Background: an optimization exercise with open tools, aiming at small area and a short achievable clock period. Do not read the settings as production practice. At most, simulation tests tie the RTL to the original design; equivalence was not proved. Power is estimated from default activity; no workload was simulated.

==> branch delta: inputs <==
// fpu16_top
module fpu16_top(
    input         aclk,
    input  [15:0] a,
    input  [15:0] b,
    input         a_valid,
    input         b_valid,
    output [15:0] add_result,
    output        add_valid,
    output [15:0] sub_result,
    output        sub_valid,
    output [15:0] mul_result,
    output        mul_valid,
    output [7:0]  cmp_result,
    output        cmp_valid
    );
    reg v0, v1, v2, v3, v4, v5;
    always @(posedge aclk) begin
        v0 <= a_valid & b_valid;
        v1 <= v0; v2 <= v1; v3 <= v2; v4 <= v3; v5 <= v4;
    end
    reg [15:0] a0, b0;
    reg cmp_q, a_gt;
    wire ge, mag_gt;
    fpu_cmp_core u_cmp(.a(a), .b(b), .ge(ge), .mag_gt(mag_gt));
    always @(posedge aclk) begin
        a0 <= a;
        b0 <= b;
        cmp_q <= ge;
        a_gt <= mag_gt;
    end
    assign cmp_result = {7'b0, cmp_q};
    assign cmp_valid = v0;
    wire [14:0] l0 = a_gt ? a0[14:0] : b0[14:0];
    wire [14:0] s0 = a_gt ? b0[14:0] : a0[14:0];
    wire hl0 = |l0[14:10];
    wire hs0 = |s0[14:10];
    wire [4:0] d0 = {l0[14:11], l0[10] | ~hl0} - {s0[14:11], s0[10] | ~hs0};
    wire [5:0] bn0, bo0, bt0;
    booth_enc11 u_be(.y({hs0, s0[9:0]}), .neg(bn0), .one(bo0), .two(bt0));
    reg [14:0] l1, s1;
    reg ls1, es1, fs1, hl1, hs1;
    reg [5:0] bo1, bt1;
    reg [4:0] d1;
    always @(posedge aclk) begin
        l1  <= l0;
        s1  <= s0;
        ls1 <= a_gt ? a0[15] : b0[15];
        es1 <= a0[15] ^ b0[15];
        fs1 <= a_gt ? a0[15] : ~b0[15];
        hl1 <= hl0;
        hs1 <= hs0;
        bo1 <= bo0;
        bt1 <= bt0;
        d1  <= d0;
    end
    wire [4:0] le1 = {l1[14:11], l1[10] | ~hl1};
    wire [4:0] se1 = {s1[14:11], s1[10] | ~hs1};
    wire [13:0] s_ext = {hs1, s1[9:0], 3'b0};
    wire [13:0] s_shr = d1[4] ? 14'b0 : s_ext >> d1[3:0];
  ...
==> flow/config.mk <==
export PLATFORM = sky130hd
export DESIGN_NAME = fpu16_top
export DESIGN_NICKNAME = fpu16_top
export VERILOG_FILES = /design/flow/design.v
export SDC_FILE = /design/flow/constraint.sdc
export NUM_CORES = 4
export LEC_CHECK = 0
export ABC_AREA = 1
export CAP_MARGIN = 20
export CORE_MARGIN = 2
export CORE_UTILIZATION = 60
export CTS_CLUSTER_DIAMETER = 100
export CTS_CLUSTER_SIZE = 30
export SETUP_SLACK_MARGIN = 5.0
export SLEW_MARGIN = 20
==> flow/constraint.sdc <==
create_clock -name core_clock -period 8.0 [get_ports {aclk}]
set_input_delay 1.6000 -clock core_clock [delete_from_list [all_inputs] [get_ports {aclk}]]
set_output_delay 1.6000 -clock core_clock [all_outputs]
set_load 0.01 [all_outputs]
standard.sh (not shown) runs the stock make flow with config.mk's settings and CLKGATE_MAP_FILE= SYNTH_SCRIPT=/design/flow/synth_recipe.tcl, a recipe that flattens the netlist after the stock synthesis.
==> flow/flow/run.sh <==
#!/bin/bash
# The standard layout, with buf_2 cells as the port buffers and setup repair
# aimed at a 2.72 ns period (slack margin 5.28 ns at the 8 ns clock).
set -euo pipefail
bash standard.sh SETUP_SLACK_MARGIN=5.36 "BUFFER_PORTS_ARGS=-buffer_cell sky130_fd_sc_hd__buf_2" finish > standard.log 2>&1
==> inputs of branch harbor, as changes to branch delta <==
--- a/flow/design.v
+++ b/flow/design.v
@@ -2,12 +2,11 @@
     input  [10:0] x,
     input  [5:0] neg,
     input  [5:0] one,
     input  [5:0] two,
     output [21:0] r0,
-    output [21:0] r1,
-    output [21:0] r2
+    output [21:0] r1
     );
     wire neg0 = neg[0];
     wire one0 = one[0];
     wire two0 = two[0];
     wire neg1 = neg[1];
@@ -167,13 +166,52 @@
     wire w68 = (w38 & w39) | (w38 & pp5_7) | (w39 & pp5_7);
     wire w69 = w40 ^ pp4_10 ^ pp5_8;
     wire w70 = (w40 & pp4_10) | (w40 & pp5_8) | (pp4_10 & pp5_8);
     wire w71 = pp4_11 ^ pp5_9;
     wire w72 = pp4_11 & pp5_9;
-    assign r0 = {pp5_11, w72, w70, w68, w66, w64, w62, w60, w58, w56, w54, w52, w50, w48, w46, w44, w42, w41, pp0_3, pp0_2, pp0_1, pp0_0};
-    assign r1 = {1'b1, pp5_10, w71, w69, w67, w65, w63, w61, w59, w57, w55, w53, w51, w49, w47, w45, w43, pp2_0, pp1_1, pp1_0, 1'b0, neg0};
-    assign r2 = {1'b0, ~neg4, 1'b1, ~neg3, 1'b1, ~neg2, w35, w31, w27, w23, w19, w15, w11, neg4, pp3_1, neg3, pp2_1, neg2, 1'b0, neg1, 1'b0, 1'b0};
+    wire w73 = pp0_2 ^ pp1_0;
+    wire w74 = pp0_2 & pp1_0;
+    wire w75 = pp0_3 ^ pp1_1;
+    wire w76 = pp0_3 & pp1_1;
+    wire w77 = w41 ^ pp2_0 ^ neg2;
+    wire w78 = (w41 & pp2_0) | (w41 & neg2) | (pp2_0 & neg2);
+    wire w79 = w42 ^ w43 ^ pp2_1;
+    wire w80 = (w42 & w43) | (w42 & pp2_1) | (w43 & pp2_1);
+    wire w81 = w44 ^ w45 ^ neg3;
+    wire w82 = (w44 & w45) | (w44 & neg3) | (w45 & neg3);
+    wire w83 = w46 ^ w47 ^ pp3_1;
+    wire w84 = (w46 & w47) | (w46 & pp3_1) | (w47 & pp3_1);
+    wire w85 = w48 ^ w49 ^ neg4;
+    wire w86 = (w48 & w49) | (w48 & neg4) | (w49 & neg4);
+    wire w87 = w50 ^ w51 ^ w11;
+    wire w88 = (w50 & w51) | (w50 & w11) | (w51 & w11);
+    wire w89 = w52 ^ w53 ^ w15;
+    wire w90 = (w52 & w53) | (w52 & w15) | (w53 & w15);
+    wire w91 = w54 ^ w55 ^ w19;
+    wire w92 = (w54 & w55) | (w54 & w19) | (w55 & w19);
+    wire w93 = w56 ^ w57 ^ w23;
+    wire w94 = (w56 & w57) | (w56 & w23) | (w57 & w23);
+    wire w95 = w58 ^ w59 ^ w27;
+    wire w96 = (w58 & w59) | (w58 & w27) | (w59 & w27);
+    wire w97 = w60 ^ w61 ^ w31;
+    wire w98 = (w60 & w61) | (w60 & w31) | (w61 & w31);
+    wire w99 = w62 ^ w63 ^ w35;
+    wire w100 = (w62 & w63) | (w62 & w35) | (w63 & w35);
+    wire w101 = w64 ^ w65 ^ ~neg2;
+    wire w102 = (w64 & w65) | (w64 & ~neg2) | (w65 & ~neg2);
+    wire w103 = w66 ^ w67 ^ 1'b1;
+    wire w104 = (w66 & w67) | (w66 & 1'b1) | (w67 & 1'b1);
+    wire w105 = w68 ^ w69 ^ ~neg3;
+    wire w106 = (w68 & w69) | (w68 & ~neg3) | (w69 & ~neg3);
+    wire w107 = w70 ^ w71 ^ 1'b1;
+    wire w108 = (w70 & w71) | (w70 & 1'b1) | (w71 & 1'b1);
+    wire w109 = w72 ^ pp5_10 ^ ~neg4;
+    wire w110 = (w72 & pp5_10) | (w72 & ~neg4) | (pp5_10 & ~neg4);
+    wire w111 = pp5_11 ^ 1'b1;
+    wire w112 = pp5_11 & 1'b1;
+    assign r0 = {w110, w108, w106, w104, w102, w100, w98, w96, w94, w92, w90, w88, w86, w84, w82, w80, w78, w76, w74, w73, pp0_1, pp0_0};
+    assign r1 = {w111, w109, w107, w105, w103, w101, w99, w97, w95, w93, w91, w89, w87, w85, w83, w81, w79, w77, w75, neg1, 1'b0, neg0};
 endmodule
 module booth_enc11(
     input  [10:0] y,
     output [5:0] neg,
     output [5:0] one,
@@ -208,17 +246,15 @@
         op[3] ? 4'd8 : op[2] ? 4'd9 : op[1] ? 4'd10 : op[0] ? 4'd11 : 4'd12;
 endmodule
 module fpu_cmp_core(
     input  [15:0] a,
     input  [15:0] b,
-    output        ge,
-    output        mag_gt
+    output        ge
     );
     wire gt, eq;
     mag_cmp15 u_mag(.x(a[14:0]), .y(b[14:0]), .gt(gt), .eq(eq));
     assign ge = (a[15] ^ b[15]) ? ~a[15] : (a[15] ? ~gt : (gt | eq));
-    assign mag_gt = gt;
 endmodule
 module mag_cmp15(
     input  [14:0] x,
     input  [14:0] y,
     output        gt,
@@ -266,43 +302,46 @@
     always @(posedge aclk) begin
         v0 <= a_valid & b_valid;
         v1 <= v0; v2 <= v1; v3 <= v2; v4 <= v3; v5 <= v4;
     end
     reg [15:0] a0, b0;
-    reg cmp_q, a_gt;
-    wire ge, mag_gt;
-    fpu_cmp_core u_cmp(.a(a), .b(b), .ge(ge), .mag_gt(mag_gt));
+    reg cmp_q;
+    wire ge;
+    fpu_cmp_core u_cmp(.a(a), .b(b), .ge(ge));
     always @(posedge aclk) begin
         a0 <= a;
         b0 <= b;
         cmp_q <= ge;
-        a_gt <= mag_gt;
     end
     assign cmp_result = {7'b0, cmp_q};
     assign cmp_valid = v0;
-    wire [14:0] l0 = a_gt ? a0[14:0] : b0[14:0];
-    wire [14:0] s0 = a_gt ? b0[14:0] : a0[14:0];
-    wire hl0 = |l0[14:10];
-    wire hs0 = |s0[14:10];
-    wire [4:0] d0 = {l0[14:11], l0[10] | ~hl0} - {s0[14:11], s0[10] | ~hs0};
-    wire [5:0] bn0, bo0, bt0;
-    booth_enc11 u_be(.y({hs0, s0[9:0]}), .neg(bn0), .one(bo0), .two(bt0));
+    wire a_gt, a_eq;
+    mag_cmp15 u_agt(.x(a0[14:0]), .y(b0[14:0]), .gt(a_gt), .eq(a_eq));
+    wire h_a0 = |a0[14:10];
+    wire h_b0 = |b0[14:10];
+    wire [4:0] ea0 = {a0[14:11], a0[10] | ~h_a0};
+    wire [4:0] eb0 = {b0[14:11], b0[10] | ~h_b0};
+    wire [4:0] dab = ea0 - eb0;
+    wire [4:0] dba = eb0 - ea0;
+    wire [5:0] bn_a, bo_a, bt_a, bn_b, bo_b, bt_b;
+    booth_enc11 u_bea(.y({h_a0, a0[9:0]}), .neg(bn_a), .one(bo_a), .two(bt_a));
+    booth_enc11 u_beb(.y({h_b0, b0[9:0]}), .neg(bn_b), .one(bo_b), .two(bt_b));
     reg [14:0] l1, s1;
     reg ls1, es1, fs1, hl1, hs1;
     reg [5:0] bo1, bt1;
     reg [4:0] d1;
     always @(posedge aclk) begin
-        l1  <= l0;
-        s1  <= s0;
+        l1  <= a_gt ? a0[14:0] : b0[14:0];
+        s1  <= a_gt ? b0[14:0] : a0[14:0];
         ls1 <= a_gt ? a0[15] : b0[15];
         es1 <= a0[15] ^ b0[15];
         fs1 <= a_gt ? a0[15] : ~b0[15];
-        hl1 <= hl0;
-        hs1 <= hs0;
-        bo1 <= bo0;
-        bt1 <= bt0;
-        d1  <= d0;
+        hl1 <= a_gt ? h_a0 : h_b0;
+        hs1 <= a_gt ? h_b0 : h_a0;
+        bo1 <= a_gt ? bo_b : bo_a;
+        bt1 <= a_gt ? bt_b : bt_a;
+        d1  <= a_gt ? dab : dba;
     end
     wire [4:0] le1 = {l1[14:11], l1[10] | ~hl1};
     wire [4:0] se1 = {s1[14:11], s1[10] | ~hs1};
     wire [13:0] s_ext = {hs1, s1[9:0], 3'b0};
     wire [13:0] s_shr = d1[4] ? 14'b0 : s_ext >> d1[3:0];
@@ -399,36 +438,32 @@
     assign add_valid = add_vq;
     assign sub_result = sub_q;
     assign sub_valid = sub_vq;
     wire [10:0] m_x = {hl1, l1[9:0]};
     wire [10:0] m_y = {hs1, s1[9:0]};
-    wire [21:0] cs0, cs1, cs2;
+    wire [21:0] cs0, cs1;
     wire [5:0] bn1 = {1'b0, m_y[9], m_y[7], m_y[5], m_y[3], m_y[1]};
-    mul11_cs u_mul(.x(m_x), .neg(bn1), .one(bo1), .two(bt1), .r0(cs0), .r1(cs1), .r2(cs2));
-    wire nan1 = &l1[14:10];
-    wire psel1 = (&s1[14:10]) & (ls1 ^ fs1);
-    wire [9:0] payload = psel1 ? s1[9:0] : l1[9:0];
-    reg [21:0] cs0_2, cs1_2, cs2_2;
+    mul11_cs u_mul(.x(m_x), .neg(bn1), .one(bo1), .two(bt1), .r0(cs0), .r1(cs1));
+    reg [21:0] cs0_2, cs1_2;
     reg [6:0] t2;
-    reg msg2, nan2, zero2;
+    reg msg2, nan2, psel2, zero2;
     always @(posedge aclk) begin
-        cs0_2 <= nan1 ? {2'b01, payload, 10'b0} : cs0;
-        cs1_2 <= nan1 ? 22'b0 : cs1;
-        cs2_2 <= nan1 ? 22'b0 : cs2;
+        cs0_2 <= cs0;
+        cs1_2 <= cs1;
         t2    <= {2'b0, le1} + {2'b0, se1} - 7'd15;
         msg2  <= es1;
-        nan2  <= nan1;
+        nan2  <= &l1[14:10];
+        psel2 <= (&s1[14:10]) & (ls1 ^ fs1);
         zero2 <= ~hs1 & ~(|s1[9:0]);
     end
-    wire [21:0] q_s = cs0_2 ^ cs1_2 ^ cs2_2;
-    wire [21:0] q_c = (cs0_2 & cs1_2) | (cs0_2 & cs2_2) | (cs1_2 & cs2_2);
-    wire [21:0] q_sum = q_s + {q_c[20:0], 1'b0};
+    wire [21:0] q_sum = cs0_2 + cs1_2;
+    wire [9:0] payload = psel2 ? sal2[12:3] : l2[9:0];
     reg [21:0] q3;
     reg [6:0] t3;
     reg msg3, nan3, zero3;
     always @(posedge aclk) begin
-        q3    <= q_sum;
+        q3    <= nan2 ? {2'b01, payload, 10'b0} : q_sum;
         t3    <= t2;
         msg3  <= msg2;
         nan3  <= nan2;
         zero3 <= zero2;
     end
==> flow/flow/run.sh (replaced) <==
#!/bin/bash
# The standard layout, with buf_2 cells as the port buffers and setup repair
# aimed at a 2.72 ns period (slack margin 5.28 ns at the 8 ns clock).
set -euo pipefail
bash standard.sh SETUP_SLACK_MARGIN=5.31 "BUFFER_PORTS_ARGS=-buffer_cell sky130_fd_sc_hd__buf_2" finish > standard.log 2>&1
==> inputs of branch juniper, as changes to branch delta <==
--- a/flow/design.v
+++ b/flow/design.v
@@ -407,47 +407,45 @@
     wire nan1 = &l1[14:10];
     wire psel1 = (&s1[14:10]) & (ls1 ^ fs1);
     wire [9:0] payload = psel1 ? s1[9:0] : l1[9:0];
     reg [21:0] cs0_2, cs1_2, cs2_2;
     reg [6:0] t2;
-    reg msg2, nan2, zero2;
+    reg msg2, nan2;
     always @(posedge aclk) begin
         cs0_2 <= nan1 ? {2'b01, payload, 10'b0} : cs0;
         cs1_2 <= nan1 ? 22'b0 : cs1;
         cs2_2 <= nan1 ? 22'b0 : cs2;
-        t2    <= {2'b0, le1} + {2'b0, se1} - 7'd15;
+        t2    <= ((~hs1 & ~(|s1[9:0])) & ~nan1) ? 7'b1110000 :
+                 {2'b0, le1} + {2'b0, se1} - 7'd15;
         msg2  <= es1;
         nan2  <= nan1;
-        zero2 <= ~hs1 & ~(|s1[9:0]);
     end
     wire [21:0] q_s = cs0_2 ^ cs1_2 ^ cs2_2;
     wire [21:0] q_c = (cs0_2 & cs1_2) | (cs0_2 & cs2_2) | (cs1_2 & cs2_2);
     wire [21:0] q_sum = q_s + {q_c[20:0], 1'b0};
     reg [21:0] q3;
     reg [6:0] t3;
-    reg msg3, nan3, zero3;
+    reg msg3, nan3;
     always @(posedge aclk) begin
         q3    <= q_sum;
         t3    <= t2;
         msg3  <= msg2;
         nan3  <= nan2;
-        zero3 <= zero2;
     end
     wire [3:0] lq;
     lzc12 u_lq(q3[21:10], lq);
     wire normal = ~t3[6] & (t3[5:0] >= {2'b0, lq});
     reg [21:0] q4;
     reg [6:0] l4, e4;
-    reg normal4, msg4, nan4, zero4;
+    reg normal4, msg4, nan4;
     always @(posedge aclk) begin
         q4      <= q3;
         l4      <= normal ? {3'b0, lq} : t3;
         e4      <= t3 + 7'd1 - {3'b0, lq};
         normal4 <= normal;
         msg4    <= msg3;
         nan4    <= nan3;
-        zero4   <= zero3;
     end
     wire [32:0] q_pad = {q4, 11'b0};
     wire [6:0] q_sh = 7'd11 - l4;
     wire [32:0] q_z16 = q_sh[4] ? q_pad >> 16 : q_pad;
     wire [32:0] q_z8  = q_sh[3] ? q_z16 >> 8 : q_z16;
@@ -458,29 +456,28 @@
     wire [22:0] below = ~({23{1'b1}} << q_sh[4:0]);
     wire st4 = |(q4 & below[22:1]);
     wire [6:0] e4p1 = e4 + 7'd1;
     reg [10:0] mant5;
     reg [4:0] e5;
-    reg inc5, ovn5, ovc5, normal5, msg5, nan5, zero5;
+    reg inc5, ovn5, ovc5, normal5, msg5, nan5;
     always @(posedge aclk) begin
         mant5   <= win[11:1];
         inc5    <= win[0] & (st4 | win[1]);
         e5      <= e4[4:0];
         ovn5    <= normal4 & ($signed(e4) > 30);
         ovc5    <= normal4 & ($signed(e4p1) > 30);
         normal5 <= normal4;
         msg5    <= msg4;
         nan5    <= nan4;
-        zero5   <= zero4;
     end
     wire [11:0] mr = {1'b0, mant5} + inc5;
     wire carry = inc5 & (&mant5);
     wire ovf = carry ? ovc5 : ovn5;
     wire [4:0] field = ~normal5 ? {4'b0, mr[10]} : carry ? e5 + 5'd1 : e5;
-    wire [15:0] mul_c = nan5 ? {msg5, 5'b11111, mr[9:0]} : zero5 ? {msg5, 15'b0} :
+    wire [15:0] mul_c = nan5 ? {msg5, 5'b11111, mr[9:0]} :
                         ovf ? {msg5, 5'b11111, 10'b0} : {msg5, field, mr[9:0]};
-    wire mul_err = nan5 | (ovf & ~zero5);
+    wire mul_err = nan5 | ovf;
     reg [15:0] mul_q;
     reg mul_vq;
     always @(posedge aclk) begin
         mul_q  <= mul_c;
         mul_vq <= v5 & ~mul_err;
==> flow/flow/run.sh (replaced) <==
#!/bin/bash
# The standard layout, with buf_2 cells as the port buffers and setup repair
# aimed at a 2.64 ns period (slack margin 5.36 ns at the 8 ns clock).
set -euo pipefail
bash standard.sh SETUP_SLACK_MARGIN=5.36 "BUFFER_PORTS_ARGS=-buffer_cell sky130_fd_sc_hd__buf_2" finish > standard.log 2>&1
PLACE_DENSITY = 0.75   (was unset)
==> comparison table <==
quantity	branch juniper	branch delta	branch harbor
Result of the run	timing/DRC/antenna clean	timing/DRC/antenna clean	timing/DRC/antenna clean
Final period utilization	32.43%	32.53%	34.49%
Inserted Clock Buffers	18	17	17
Non-Clock Buffer Count	128	128	154
Final Instance Count excl. Fillers	2946	2905	3001
Share of synthesized cell area in full adder, half adder and majority cells	12.72%	12.77%	13.68%
Post-CTS Setup Inserts	20	17	18
Post-synthesis to final-layout area growth	10.82%	11.03%	12.73%
Time the worst path needs with I/O delays and setup	2595 ps	2603 ps	2760 ps
Wirelength, routed	44710 um	45740 um	47490 um
Final cell utilization of the core	67.20%	67.24%	68.57%
Seq/Total Area, Yosys	41.61%	42.18%	40.16%
Comb group	5.20 mW	5.25 mW	4.29 mW
Seq_cells	408	412	396
Simple-gate share of the synthesized area	18.76%	17.92%	17.41%
Met2 routing resource usage after global routing	44.93%	45.68%	45.97%
Routed vias/inst	5.382	5.357	5.434
Reported net switching power	4.257 mW	4.281 mW	3.674 mW
Transition time at the pin with the least slew margin	850.1 ps	920.9 ps	693.4 ps
Seq area share	37.76%	38.14%	35.99%
Router iterations before antenna repair	6	8	8
Clock buf/inv share	2.548%	2.104%	2.142%
No functional check of the RTL was part of branch harbor.

re-timing with driven ports:
No port has a modelled driver above. Below, the same layouts with a new extraction and two added sets of constraints.
Step 1 (the two cells are an assumption about what drives the block):
set clk [get_ports {aclk}]
set_driving_cell -lib_cell sky130_fd_sc_hd__clkbuf_16 $clk
set_driving_cell -lib_cell sky130_fd_sc_hd__buf_2 [delete_from_list [all_inputs] $clk]
Step 2 adds t to the input delays and takes it off the output delays; t is the mean of the earliest and latest rising clock arrival at the registers after step 1. Input paths then give back, and output paths get back, about the clock's delay inside the block.
Slacks: ideal ports / drivers / drivers and shift; pairs: ideal ports / drivers.
| run | shift t [ns] | setup slack, ns | latest minus earliest clock arrival (ns) | slew at the worst register clock pin (ns) |
|---|---|---|---|---|
| branch delta | 0.579 | 5.397 / 5.348 / 4.894 | 0.027 / 0.028 | 0.12 / 0.12 |
| branch harbor | 0.580 | 5.240 / 5.240 / 4.919 | 0.036 / 0.035 | 0.11 / 0.11 |
| branch juniper | 0.575 | 5.405 / 5.354 / 4.871 | 0.026 / 0.026 | 0.11 / 0.11 |
After both steps setup and hold are still met in every run listed. The setup slack of branch juniper, which loses most, moves by -0.051 ns with the drivers and by -0.534 ns with both steps.
